Source: an optimization exercise on an open RTL-to-GDS flow (aim: small area, a short achievable clock period and few clock cycles). Production flows keep margins and buffers that such runs may drop.
Where RTL was checked, it was by simulation tests only, not by an equivalence proof against the original.
Power figures rest on the tool's default switching activity, not on a simulated workload.

## day03p2_top
module day03p2_top (
    input  logic        clk_i,
    input  logic        rst_ni,
    input  logic [3:0]  digit_i,
    input  logic        eol_i,
    output logic [63:0] result_o,
    output logic        ready_o
);
Size: about 780 cells after synthesis, ~72 I/O pins, roughly 8700 um^2 of cells after synthesis.
==> module day03p2_top, before the edit <==
module day03p2_top (
    input  logic        clk_i,
    input  logic        rst_ni,
    input  logic [3:0]  digit_i,
    input  logic        eol_i,
    output logic [63:0] result_o,
    output logic        ready_o
);
logic [11:0][3:0] s_q, s_d;
logic [11:0]      s_en;
logic [39:0] lo_q;        
logic [23:0] hi_q, hi_d;  
logic        busy_q;      
logic        flush_q;     
logic [10:0] mb_q;        
logic        tg_q;        
logic        fin_q;       
logic        clr_q;       
logic        done_q;      
logic        c_q;         
logic [6:0]  add_q;       
logic [9:0]  ma_q;        
logic        dig_take, conv, nxt11;
logic [11:1] lt, moved;
logic [10:0] ms;
logic [47:0] r;
logic [39:0] a, b, y;
logic        co;
logic [3:0]  top;
logic [39:0] sum;
assign r        = s_q;
assign conv     = busy_q | eol_i;
assign dig_take = ~busy_q & ~eol_i & (digit_i != 4'd0);
assign nxt11    = mb_q[10];    
always_comb begin
    for (int i = 1; i < 12; i++) lt[i] = s_q[i] < s_q[i-1];
    moved[11] = lt[11];
    for (int i = 10; i >= 1; i--) moved[i] = moved[i+1] | lt[i];
    top = tg_q ? s_q[11] : 4'd0;
    for (int i = 0; i < 11; i++) ms[i] = mb_q[i] | clr_q;
    for (int j = 0; j < 40; j++) begin
        a[j] = r[j] & ma_q[j/4];
        if (j >= 2) b[j] = (r[j-2] & mb_q[(j-2)/4]) | (lo_q[j] & add_q[1 + j/7]);
    end
    b[1] = top[2] | top[3] | (lo_q[1] & add_q[1]);
    b[0] = top[1] | top[3] | (lo_q[0] & add_q[1]);
end
bk_add #(.W(40)) u_add (.a(a), .b(b), .ci(top[3]), .y(y), .co(co));
assign sum = {y[38:0], top[0]};
inc_late #(.W(24)) u_inc (.a(hi_q), .ci(c_q), .y(hi_d));
always_comb begin
    s_d[0] = conv ? (clr_q ? 4'd0 : sum[3:0]) : digit_i;
    for (int i = 1; i < 12; i++)
        s_d[i] = ((i < 10 && mb_q[i-1]) ? sum[4*i +: 4] : 4'd0) | (ms[i-1] ? 4'd0 : s_q[i-1]);
    s_en[0] = conv | (dig_take & (moved[1] | (digit_i > s_q[0])));
    for (int i = 1; i < 12; i++) s_en[i] = conv | (dig_take & moved[i]);
end
always_ff @(posedge clk_i or negedge rst_ni) begin
    if (!rst_ni) begin
        hi_q    <= 24'd0;
        busy_q  <= 1'b1;
        flush_q <= 1'b1;
        mb_q    <= 11'd0;
        tg_q    <= 1'b1;
        fin_q   <= 1'b0;
        clr_q   <= 1'b0;
        done_q  <= 1'b0;
        c_q     <= 1'b0;
        add_q   <= 7'd0;
        ma_q    <= 10'd0;
    end else begin
        hi_q    <= hi_d;
        fin_q   <= nxt11;
        clr_q   <= nxt11 & mb_q[0];    
        for (int k = 0; k < 7; k++) add_q[k] <= nxt11 & mb_q[k] & ~flush_q;
        tg_q    <= ~nxt11;
        mb_q    <= (conv & ~nxt11 & ~fin_q & ~done_q) ? {mb_q[9:0], 1'b1} : 11'd0;
        ma_q    <= (conv & ~nxt11 & ~fin_q & ~done_q) ? {mb_q[8:0], 1'b1} : {10{nxt11 & ~flush_q}};
        done_q  <= fin_q;
        c_q     <= add_q[0] & co;
        busy_q  <= conv & ~done_q;
        if (done_q) flush_q <= 1'b0;
    end
end
always_ff @(posedge clk_i) begin
    if (fin_q) lo_q <= y;
    for (int i = 0; i < 12; i++) if (s_en[i]) s_q[i] <= s_d[i];
end
assign result_o = {hi_q, lo_q};
assign ready_o  = ~busy_q;
endmodule
clock: 8.0 ns
lec_check: 0
cap_margin: 20
core_margin: 2
core_utilization: 40
cts_buf_list: sky130_fd_sc_hd__clkbuf_4 sky130_fd_sc_hd__clkbuf_8
cts_cluster_diameter: 100
cts_cluster_size: 30
setup_slack_margin: 5
slew_margin: 20
run.sh (not shown) runs the stock make flow with config.mk's settings and CLKGATE_MAP_FILE= SYNTH_SCRIPT=/design/flow/synth_recipe.tcl, a recipe that flattens the netlist after the stock synthesis.
Rerun with:
--- a/flow/design.v
+++ b/flow/design.v
@@ -61,15 +61,14 @@
 logic        tg_q;        
 logic        fin_q;       
 logic        clr_q;       
-logic        done_q;      
-logic        c_q;         
-logic [6:0]  add_q;       
-logic [9:0]  ma_q;        
+logic [3:0]  add_q;       
 logic        dig_take, conv, nxt11;
 logic [11:1] lt, moved;
+logic [9:0]  ma;
 logic [10:0] ms;
 logic [47:0] r;
-logic [39:0] a, b, y;
+logic [39:0] a, b;
+logic [63:0] y;
 logic        co;
 logic [3:0]  top;
 logic [39:0] sum;
@@ -82,17 +81,20 @@
     moved[11] = lt[11];
     for (int i = 10; i >= 1; i--) moved[i] = moved[i+1] | lt[i];
     top = tg_q ? s_q[11] : 4'd0;
+    for (int i = 0; i < 10; i++) ma[i] = mb_q[i] | add_q[0];
     for (int i = 0; i < 11; i++) ms[i] = mb_q[i] | clr_q;
     for (int j = 0; j < 40; j++) begin
-        a[j] = r[j] & ma_q[j/4];
-        if (j >= 2) b[j] = (r[j-2] & mb_q[(j-2)/4]) | (lo_q[j] & add_q[1 + j/7]);
+        a[j] = r[j] & ma[j/4];
+        if (j >= 2) b[j] = (r[j-2] & mb_q[(j-2)/4]) | (lo_q[j] & add_q[1 + j/14]);
     end
+    a[39] = lo_q[39] & add_q[0];
+    b[39] = r[39] & add_q[3];
     b[1] = top[2] | top[3] | (lo_q[1] & add_q[1]);
     b[0] = top[1] | top[3] | (lo_q[0] & add_q[1]);
 end
-bk_add #(.W(40)) u_add (.a(a), .b(b), .ci(top[3]), .y(y), .co(co));
+bk_add #(.W(64)) u_add (.a({hi_q, a}), .b({24'd0, b}), .ci(top[3]), .y(y), .co(co));
 assign sum = {y[38:0], top[0]};
-inc_late #(.W(24)) u_inc (.a(hi_q), .ci(c_q), .y(hi_d));
+assign hi_d = y[63:40];
 always_comb begin
     s_d[0] = conv ? (clr_q ? 4'd0 : sum[3:0]) : digit_i;
     for (int i = 1; i < 12; i++)
@@ -109,22 +111,16 @@
         tg_q    <= 1'b1;
         fin_q   <= 1'b0;
         clr_q   <= 1'b0;
-        done_q  <= 1'b0;
-        c_q     <= 1'b0;
-        add_q   <= 7'd0;
-        ma_q    <= 10'd0;
+        add_q   <= 4'd0;
     end else begin
         hi_q    <= hi_d;
         fin_q   <= nxt11;
-        clr_q   <= nxt11 & mb_q[0];    
-        for (int k = 0; k < 7; k++) add_q[k] <= nxt11 & mb_q[k] & ~flush_q;
+        clr_q   <= nxt11;
+        add_q   <= {4{nxt11 & ~flush_q}};
         tg_q    <= ~nxt11;
-        mb_q    <= (conv & ~nxt11 & ~fin_q & ~done_q) ? {mb_q[9:0], 1'b1} : 11'd0;
-        ma_q    <= (conv & ~nxt11 & ~fin_q & ~done_q) ? {mb_q[8:0], 1'b1} : {10{nxt11 & ~flush_q}};
-        done_q  <= fin_q;
-        c_q     <= add_q[0] & co;
-        busy_q  <= conv & ~done_q;
-        if (done_q) flush_q <= 1'b0;
+        mb_q    <= (conv & ~nxt11 & ~fin_q) ? {mb_q[9:0], 1'b1} : 11'd0;
+        busy_q  <= conv & ~fin_q;
+        if (fin_q) flush_q <= 1'b0;
     end
 end
 always_ff @(posedge clk_i) begin
What happened:
- The changed run completed with no timing, DRC or antenna violations
- synthesized cell count climbs by 0.39%
- clock power went up by 10%
- routed wire length went down by 2.5%
- count of clock-buffer cells in the layout is lower by 6
- worst hold slack is better by 0.015 ns
- via count falls by 0.79%
- power goes up by 12%
No run of this note included a check of the RTL's function; only the layout flow was run.


before:
day03p2_top, a different RTL version from the one above (not shown whole).
Size: roughly 780 cells after synthesis, roughly 72 I/O pins, about 8700 um2 of cells after synthesis.
==> module day03p2_top, before the edit <==
module day03p2_top (
    input  logic        clk_i,
    input  logic        rst_ni,
    input  logic [3:0]  digit_i,
    input  logic        eol_i,
    output logic [63:0] result_o,
    output logic        ready_o
);
logic [11:0][3:0] s_q, s_d;
logic [11:0]      s_en;
logic [39:0] lo_q;        
logic [23:0] hi_q, hi_d;  
logic [3:0]  d_q;         
logic        busy_q;      
logic        flush_q;     
logic [10:0] mb_q;        
logic        tg_q;        
logic        fin_q;       
logic        hold_q;      
logic        done_q;      
logic [6:0]  add_q;       
logic [9:0]  ma_q;        
logic        c_q;         
logic        dig, conv, nxt11;
logic [10:0] ms;
logic [11:1] lt, moved;
logic [47:0] r;
logic [39:0] a, b, y;
logic        co;
logic [3:0]  top;
logic [39:0] sum;
assign r     = s_q;
assign dig   = d_q != 4'd0;
assign conv  = busy_q;
assign nxt11 = mb_q[10];    
always_comb begin
    for (int i = 1; i < 12; i++) lt[i] = s_q[i] < s_q[i-1];
    moved[11] = lt[11];
    for (int i = 10; i >= 1; i--) moved[i] = moved[i+1] | lt[i];
    top = tg_q ? s_q[11] : 4'd0;
    for (int i = 0; i < 11; i++) ms[i] = mb_q[i] | done_q;
    for (int j = 0; j < 40; j++) begin
        a[j] = r[j] & ma_q[j/4];
        if (j >= 2) b[j] = (r[j-2] & mb_q[(j-2)/4]) | (lo_q[j] & add_q[1 + j/7]);
    end
    b[1] = top[2] | top[3] | (lo_q[1] & add_q[1]);
    b[0] = top[1] | top[3] | (lo_q[0] & add_q[1]);
end
bk_add #(.W(40)) u_add (.a(a), .b(b), .ci(top[3]), .y(y), .co(co));
assign sum = {y[38:0], top[0]};
inc_late #(.W(24)) u_inc (.a(hi_q), .ci(c_q), .y(hi_d));
always_comb begin
    s_d[0] = conv ? sum[3:0] : d_q;
    for (int i = 1; i < 12; i++)
        s_d[i] = (i < 10 ? sum[4*i +: 4] : 4'd0) | (ms[i-1] ? 4'd0 : s_q[i-1]);
    s_en[0] = (conv & ~hold_q) | (dig & (moved[1] | (d_q > s_q[0])));
    for (int i = 1; i < 12; i++) s_en[i] = (conv & ~hold_q) | (dig & moved[i]);
end
always_ff @(posedge clk_i or negedge rst_ni) begin
    if (!rst_ni) begin
        hi_q    <= 24'd0;
        busy_q  <= 1'b1;
        flush_q <= 1'b1;
        mb_q    <= 11'd0;
        done_q  <= 1'b0;
        tg_q    <= 1'b1;
        fin_q   <= 1'b0;
        hold_q  <= 1'b0;
        add_q   <= 7'd0;
        ma_q    <= 10'd0;
        c_q     <= 1'b0;
    end else begin
        hi_q   <= hi_d;
        fin_q  <= nxt11;
        hold_q <= nxt11 & mb_q[0];
        for (int k = 0; k < 7; k++) add_q[k] <= nxt11 & mb_q[k + 1] & ~flush_q;
        ma_q   <= (conv & ~nxt11 & ~fin_q & ~done_q) ? {mb_q[8:0], 1'b1}
                                                     : {10{nxt11 & ~flush_q}};
        c_q    <= add_q[0] & co;
        tg_q   <= ~(nxt11 | fin_q);
        done_q <= fin_q;
        mb_q   <= (conv & ~nxt11 & ~fin_q & ~done_q) ? {mb_q[9:0], 1'b1} : 11'd0;
        if (conv) begin
            busy_q <= ~done_q;
            if (done_q) flush_q <= 1'b0;
        end else begin
            busy_q <= eol_i;
        end
    end
end
always_ff @(posedge clk_i) begin
    d_q  <= (busy_q | eol_i) ? 4'd0 : digit_i;
    if (fin_q) lo_q <= y;
    for (int i = 0; i < 12; i++) if (s_en[i]) s_q[i] <= s_d[i];
end
assign result_o = {hi_q, lo_q};
assign ready_o  = ~busy_q;
endmodule
clock: 8.0 ns
lec_check: 0
cap_margin: 20
core_margin: 2
core_utilization: 40
cts_buf_list: sky130_fd_sc_hd__clkbuf_4 sky130_fd_sc_hd__clkbuf_8
cts_cluster_diameter: 100
cts_cluster_size: 30
setup_slack_margin: 4.5
slew_margin: 20
> inputs changed (before -> after)
--- a/flow/design.v
+++ b/flow/design.v
@@ -57,37 +57,36 @@
 logic [23:0] hi_q, hi_d;  
 logic [3:0]  d_q;         
 logic        busy_q;      
 logic        flush_q;     
-logic [10:0] mb_q;        
+logic [12:0] t_q;         
+logic [11:0] mb_q;        
 logic        tg_q;        
 logic        fin_q;       
 logic        hold_q;      
-logic        done_q;      
-logic [6:0]  add_q;       
-logic [9:0]  ma_q;        
+logic [3:0]  add_q;       
 logic        c_q;         
 logic        dig, conv, nxt11;
-logic [10:0] ms;
 logic [11:1] lt, moved;
+logic [11:0] ma;
 logic [47:0] r;
 logic [39:0] a, b, y;
 logic        co;
 logic [3:0]  top;
 logic [39:0] sum;
 assign r     = s_q;
 assign dig   = d_q != 4'd0;
 assign conv  = busy_q;
-assign nxt11 = mb_q[10];    
+assign nxt11 = busy_q & t_q[10] & ~t_q[11];    
 always_comb begin
     for (int i = 1; i < 12; i++) lt[i] = s_q[i] < s_q[i-1];
     moved[11] = lt[11];
     for (int i = 10; i >= 1; i--) moved[i] = moved[i+1] | lt[i];
     top = tg_q ? s_q[11] : 4'd0;
-    for (int i = 0; i < 11; i++) ms[i] = mb_q[i] | done_q;
+    for (int i = 0; i < 12; i++) ma[i] = mb_q[i] | add_q[0];
     for (int j = 0; j < 40; j++) begin
-        a[j] = r[j] & ma_q[j/4];
-        if (j >= 2) b[j] = (r[j-2] & mb_q[(j-2)/4]) | (lo_q[j] & add_q[1 + j/7]);
+        a[j] = r[j] & ma[j/4];
+        if (j >= 2) b[j] = (r[j-2] & mb_q[(j-2)/4]) | (lo_q[j] & add_q[1 + j/14]);
     end
     b[1] = top[2] | top[3] | (lo_q[1] & add_q[1]);
     b[0] = top[1] | top[3] | (lo_q[0] & add_q[1]);
 end
@@ -96,46 +95,42 @@
 inc_late #(.W(24)) u_inc (.a(hi_q), .ci(c_q), .y(hi_d));
 always_comb begin
     s_d[0] = conv ? sum[3:0] : d_q;
     for (int i = 1; i < 12; i++)
-        s_d[i] = (i < 10 ? sum[4*i +: 4] : 4'd0) | (ms[i-1] ? 4'd0 : s_q[i-1]);
+        s_d[i] = (i < 10 ? sum[4*i +: 4] : 4'd0) | (t_q[i-1] ? 4'd0 : s_q[i-1]);
     s_en[0] = (conv & ~hold_q) | (dig & (moved[1] | (d_q > s_q[0])));
     for (int i = 1; i < 12; i++) s_en[i] = (conv & ~hold_q) | (dig & moved[i]);
 end
 always_ff @(posedge clk_i or negedge rst_ni) begin
     if (!rst_ni) begin
         hi_q    <= 24'd0;
         busy_q  <= 1'b1;
         flush_q <= 1'b1;
-        mb_q    <= 11'd0;
-        done_q  <= 1'b0;
+        t_q     <= 13'd0;
         tg_q    <= 1'b1;
         fin_q   <= 1'b0;
         hold_q  <= 1'b0;
-        add_q   <= 7'd0;
-        ma_q    <= 10'd0;
+        add_q   <= 4'd0;
         c_q     <= 1'b0;
     end else begin
         hi_q   <= hi_d;
         fin_q  <= nxt11;
-        hold_q <= nxt11 & mb_q[0];
-        for (int k = 0; k < 7; k++) add_q[k] <= nxt11 & mb_q[k + 1] & ~flush_q;
-        ma_q   <= (conv & ~nxt11 & ~fin_q & ~done_q) ? {mb_q[8:0], 1'b1}
-                                                     : {10{nxt11 & ~flush_q}};
+        hold_q <= nxt11;
+        add_q  <= {4{nxt11 & ~flush_q}};
         c_q    <= add_q[0] & co;
         tg_q   <= ~(nxt11 | fin_q);
-        done_q <= fin_q;
-        mb_q   <= (conv & ~nxt11 & ~fin_q & ~done_q) ? {mb_q[9:0], 1'b1} : 11'd0;
         if (conv) begin
-            busy_q <= ~done_q;
-            if (done_q) flush_q <= 1'b0;
+            busy_q <= ~t_q[12];
+            t_q    <= t_q[12] ? 13'd0 : {t_q[11:0], 1'b1};
+            if (t_q[12]) flush_q <= 1'b0;
         end else begin
             busy_q <= eol_i;
         end
     end
 end
 always_ff @(posedge clk_i) begin
     d_q  <= (busy_q | eol_i) ? 4'd0 : digit_i;
+    mb_q <= (conv & ~t_q[11] & ~nxt11) ? {mb_q[10:0], 1'b1} : 12'd0;
     if (fin_q) lo_q <= y;
     for (int i = 0; i < 12; i++) if (s_en[i]) s_q[i] <= s_d[i];
 end
 assign result_o = {hi_q, lo_q};
Notes after the runs:
- Max proportion of power drawn by combinational gates across after and before: before
- Synthesized cell area delta (after − before): favourable
- The higher clock network power came out of before.
- after — worst setup slack after placement 330 ps lower, before as reference
- after vs before — die height dropped 0.40%.
- Against before, after comes in 14 higher on synthesized cell count.
- Lower first-pass GRT wire length among after and before: before
- Routed wire in after totals more than in before.
Testbench counts of after, summed over its fixed seeds: cycles 55,312.
Function not checked in before: the RTL went through the layout flow alone.

-- separate check: timing with driven ports --
In the flow no input, the clock included, has a driving cell. The finished layouts below were timed again as built, in two steps.
Step 1 assumes that a clkbuf_16 drives the clock port and a buf_2 every other input.
Step 2 adds t to the input delays and takes it off the output delays; t is the mean of the earliest and latest rising clock arrival at the registers after step 1. Input paths then give back, and output paths get back, about the clock's delay inside the block.
Slacks: ideal / step 1 / step 2; pairs: ideal / step 1.
| run | t (ns) | slack for setup (ns) | hold WS [ns] |
|---|---|---|---|
| the first run of note 1 | 0.491 | 4.578 / 4.578 / 4.343 | 0.461 / 0.461 / 0.461 |
| the second run of note 1 | 0.488 | 4.134 / 4.134 / 4.134 | 0.476 / 0.476 / 0.476 |
| before | 0.502 | 4.623 / 4.596 / 4.623 | 0.485 / 0.485 / 0.485 |
| after | 0.493 | 4.591 / 4.591 / 4.591 | 0.477 / 0.477 / 0.477 |
After both steps setup and hold are still met in every run listed. The setup slack of the first run of note 1, which loses most, moves by 0.000 ns with the drivers and by -0.235 ns with both steps.
